What follows belongs to an exercise in optimizing a design on an open flow for small area; a production flow would make more cautious choices.
In this exercise RTL edits were held to simulation tests only and were not proved equivalent to the original.

==> run a: inputs <==
// sid_filter
module sid_filter (
    input  logic               clk,
    input  logic               rst,
    input  logic [4:0]         cycle,
    input  logic [31:0]        freg,
    input  logic               cfg_model,
    input  logic [8:0]         cfg_fc_base,
    input  logic signed [10:0] cfg_fc_offset,
    input  logic signed [21:0] voice_i,
    output logic signed [19:0] audio_o
);
==> flow/config.mk <==
export PLATFORM = sky130hd
export DESIGN_NAME = sid_filter
export DESIGN_NICKNAME = sid_filter
export VERILOG_FILES = /design/flow/design.v
export SDC_FILE = /design/flow/constraint.sdc
export NUM_CORES = 4
export LEC_CHECK = 0
export ABC_AREA = 1
export CAP_MARGIN = 20
export CORE_MARGIN = 2
export CORE_UTILIZATION = 65
export PLACE_DENSITY = 0.75
export SLEW_MARGIN = 20
export SYNTH_MEMORY_MAX_BITS = 32768
==> flow/constraint.sdc <==
create_clock -name core_clock -period 18.0 [get_ports {clk}]
set_input_delay 3.6000 -clock core_clock [delete_from_list [all_inputs] [get_ports {clk}]]
set_output_delay 3.6000 -clock core_clock [all_outputs]
set_load 0.01 [all_outputs]
standard.sh (not shown) runs the stock make flow with config.mk's settings and CLKGATE_MAP_FILE= SYNTH_SCRIPT=/design/flow/synth_recipe.tcl, a recipe that flattens the netlist after the stock synthesis.
==> flow/flow/run.sh <==
#!/bin/bash
# Own layout flow: the standard synthesis, then
#  - resynth.sh re-maps the combinational cells with an area-oriented ABC
#    script (registers and full adders untouched),
#  - fixfa.py removes inverters between full adders (choosing each full
#    adder's polarity; the logic and the registers stay the same),
#  - ports are buffered with the smallest buffer (buf_1),
# then the standard layout from the synthesized netlist on.
set -euo pipefail
R=orfs/results/${FLOW_PLATFORM}/sid_filter/base
LIB=$FLOW_HOME/platforms/${FLOW_PLATFORM}/lib/sky130_fd_sc_hd__tt_025C_1v80.lib
bash standard.sh synth > synth.log 2>&1
cp $R/1_2_yosys.v $R/1_2_yosys_orig.v
bash flow/resynth.sh $LIB $R/1_2_yosys_orig.v $R/1_2_yosys_rs.v flow/resynth.abc > resynth.log 2>&1
python3 flow/fixfa.py $R/1_2_yosys_rs.v $R/1_2_yosys_fixfa.v > fixfa.log 2>&1
cp $R/1_2_yosys_fixfa.v $R/1_2_yosys.v
touch $R/1_2_yosys.v
export BUFFER_PORTS_ARGS="-buffer_cell sky130_fd_sc_hd__buf_1"
bash standard.sh > layout.log 2>&1
==> flow/flow/resynth.abc <==
&get -n
&st
&dch -f
&nf -R 1000 -p
&put
topo
stime -c
==> flow/flow/resynth.sh <==
#!/bin/bash
# Re-maps the combinational logic of a synthesized netlist with an
# area-oriented ABC script.  Flip-flops and full adders stay as they are
# (black boxes, same instance names); every other cell, half adders
# included, is read as its liberty function and mapped again.
# Usage: resynth.sh LIB in.v out.v abc_script
set -euo pipefail
LIB=$1; IN=$2; OUT=$3; SCR=$4
YOSYS=$(command -v yosys || echo "$FLOW_HOME/../tools/install/yosys/bin/yosys")
DU="-dont_use *lpflow* -dont_use *probe* -dont_use *clkbuf* -dont_use *clkinv* -dont_use *dlygate* -dont_use *dlymetal* -dont_use *clkdly*"
"$YOSYS" -p "read_liberty -ignore_miss_func $LIB; read_verilog $IN; hierarchy -top $FLOW_TOP; \
  blackbox sky130_fd_sc_hd__fa_* sky130_fd_sc_hd__df* sky130_fd_sc_hd__edf* sky130_fd_sc_hd__conb_*; \
  flatten; rename -hide w:*.*; opt_clean -purge; abc -liberty $LIB $DU -D ${FLOW_PERIOD_NS}000 -script $SCR; opt_clean; \
  hilomap -singleton -hicell sky130_fd_sc_hd__conb_1 HI -locell sky130_fd_sc_hd__conb_1 LO; \
  splitnets; opt_clean -purge; stat -liberty $LIB; write_verilog -noattr -nohex -nodec $OUT"
Other scripts of this flow, unchanged in this note and not shown: flow/flow/fixfa.py
==> inputs of run b, as changes to run a <==
--- a/flow/design.v
+++ b/flow/design.v
@@ -1598,20 +1598,16 @@
     logic signed [15:0] v5, v4, v3, v2, v1, v0;
     logic signed [15:0] v_next;
     logic [14:0]        a;
     logic signed [15:0] b;
     logic [33:0]        mx;
     logic [26:10]       my;
     logic [33:0]        o;
-    logic [14:0] a_op;
-    always_comb begin
-        a_op = (ph_lpbp || ph_hp) ? a : { 11'b0, vol };
-    end
     muladd opamp (
-        .a (a_op),
+        .a (a),
         .b (b),
         .x (mx),
         .y (my),
         .k (ph_hp),
         .o (o)
     );
     always_comb begin
@@ -1634,29 +1630,30 @@
         end else if (c_3 || c_5 || c_6) begin
             { v5, v4, v3, v2, v1, v0 } <= { v4, v3, v2, v1, v0, v_next };
         end
     end
     logic [10:0]        fc;
     logic [11:0]        fc_offset;
     logic [12:0]        dac_x;
-    logic signed [10:0] fc_x, fc_x_next;
+    logic signed [10:0] fc_x;
     always_comb begin
         fc = { freg_fc_hi, freg_fc_lo[2:0] };
         fc_offset = { 12'(signed'(cfg_fc_offset)) } + 12'h600;
     end
     sid_dac fc_dac (
         .vin  (fc),
         .noff (~{ fc_offset[11], fc_offset }),
         .x    (dac_x)
     );
-    always_comb begin
-        fc_x_next = (signed'(dac_x) < -1023) ? -11'sd1023 :
+    always_ff @(posedge clk) begin
+        if (c_1) begin
+            fc_x <= (signed'(dac_x) < -1023) ? -11'sd1023 :
                     (signed'(dac_x) >  1023) ?  11'sd1023 :
                     dac_x[10:0];
-        fc_x = a[10:0];
+        end
     end
     logic [9:0]  tanh_i;
     logic [13:0] tanh_y;
     logic [14:0] w0_p, w0_q, w0;
     logic        w0_c;
     sid_tanh tanh_tbl (
         .i (tanh_i),
@@ -1768,14 +1765,14 @@
         if (c_5) begin
             mode <= freg_mode[2:1];
             vol  <= freg_vol;
         end
     end
     always_ff @(posedge clk) begin
         unique0 case (1'b1)
-          c_1:      a <= 15'(unsigned'(fc_x_next));
-          c_2:      a <= w0;
+          c_2, c_4: a <= w0;
           c_5:      a <= 15'(_1_Q_lsl10);
+          c_8:      a <= 15'(vol);
           default: ;
         endcase
     end
 endmodule
==> flow/flow/run.sh (replaced) <==
#!/bin/bash
# Own layout flow: the standard synthesis, then
#  - fixfa.py removes inverters between full adders (choosing each full
#    adder's polarity; the logic and the registers stay the same),
#  - ports are buffered with the smallest buffer (buf_1),
# then the standard layout from the synthesized netlist on.
set -euo pipefail
R=orfs/results/${FLOW_PLATFORM}/sid_filter/base
bash standard.sh synth > synth.log 2>&1
python3 flow/fixfa.py $R/1_2_yosys.v $R/1_2_yosys_fixfa.v > fixfa.log 2>&1
cp $R/1_2_yosys.v $R/1_2_yosys_orig.v
cp $R/1_2_yosys_fixfa.v $R/1_2_yosys.v
touch $R/1_2_yosys.v
export BUFFER_PORTS_ARGS="-buffer_cell sky130_fd_sc_hd__buf_1"
bash standard.sh > layout.log 2>&1
removed: flow/flow/resynth.abc
removed: flow/flow/resynth.sh
==> inputs of run c, as changes to run a <==
CAP_MARGIN = 5   (was 20)
CORE_UTILIZATION = 70   (was 65)
PLACE_DENSITY = 0.8   (was 0.75)
SLEW_MARGIN = 5   (was 20)
==> summary of the runs <==
In run c the via count is larger than in run b, by about 5.6%.
Clock skew: run b > run c > run a.
In run a the first-iteration DRC count is smaller than in run c, by 32%.
Cell count: run c < run a < run b.
The lowest utilization belongs to run b, the highest to run c.
==> figures <==
| quantity | run a | run b | run c |
|---|---|---|---|
| Hpwl dp | 51900 µm | 54600 µm | 51800 µm |
| Synthesis-to-finish area growth | 10.7% | 4.50% | 10.6% |
| Die footprint | 0.0323 mm² | 0.0364 mm² | 0.0301 mm² |
| Number of core rows | 64 | 68 | 61 |
| Repair and plain buffers | 172 | 137 | 171 |
| Final Routed Wirelength | 71900 µm | 71500 µm | 79800 µm |
| Number of nets produced by synthesis | 2650 | 3246 | 2650 |
| Worst rel slew slack | 15.6% | 33.0% | 14.7% |
| Terminus of the critical flop-to-flop path | v0[6] | v0[6] | v0[8] |
| Inverters, non-clock | 138 | 363 | 137 |
| 1st-iter DRT viols | 3248 | 2354 | 4755 |
| Bufs and invs on worst path | 8 | 5 | 6 |
| Outcome | finished clean | finished clean | finished clean |
| Skew-Pair Late Insertion Delay | 460 ps | 480 ps | 460 ps |
| Clk sink count | 184 | 195 | 184 |
| Routability congestion estimate | 1.01 | 0.996 | 1.07 |

separate check: timing with driven ports:
The flow's constraints put no driver on any port. The routed layouts listed below were extracted and timed again, unchanged, in two steps.
Step 1 assumes that a clkbuf_16 drives the clock port and a buf_2 every other input.
Step 2 times the ports against the registers' clock, not the clock port: input delays grow and output delays shrink by t, the midpoint of the rising clock arrivals with the driver on.
Slacks: ideal ports / drivers / drivers and shift; pairs: ideal ports / drivers.
| run | t (ns) | setup WS [ns] | clock arrival spread, ns | slew at the worst register clock pin (ns) | pins driven straight from the clock port |
|---|---|---|---|---|---|
| run a | 0.512 | 0.723 / 0.723 / 0.723 | 0.009 / 0.009 | 0.08 / 0.08 | 1 |
| run b | 0.518 | 0.764 / 0.764 / 0.764 | 0.024 / 0.025 | 0.09 / 0.09 | 1 |
| run c | 0.500 | 0.508 / 0.508 / 0.508 | 0.019 / 0.019 | 0.09 / 0.09 | 1 |
After both steps every run listed still meets setup and hold.
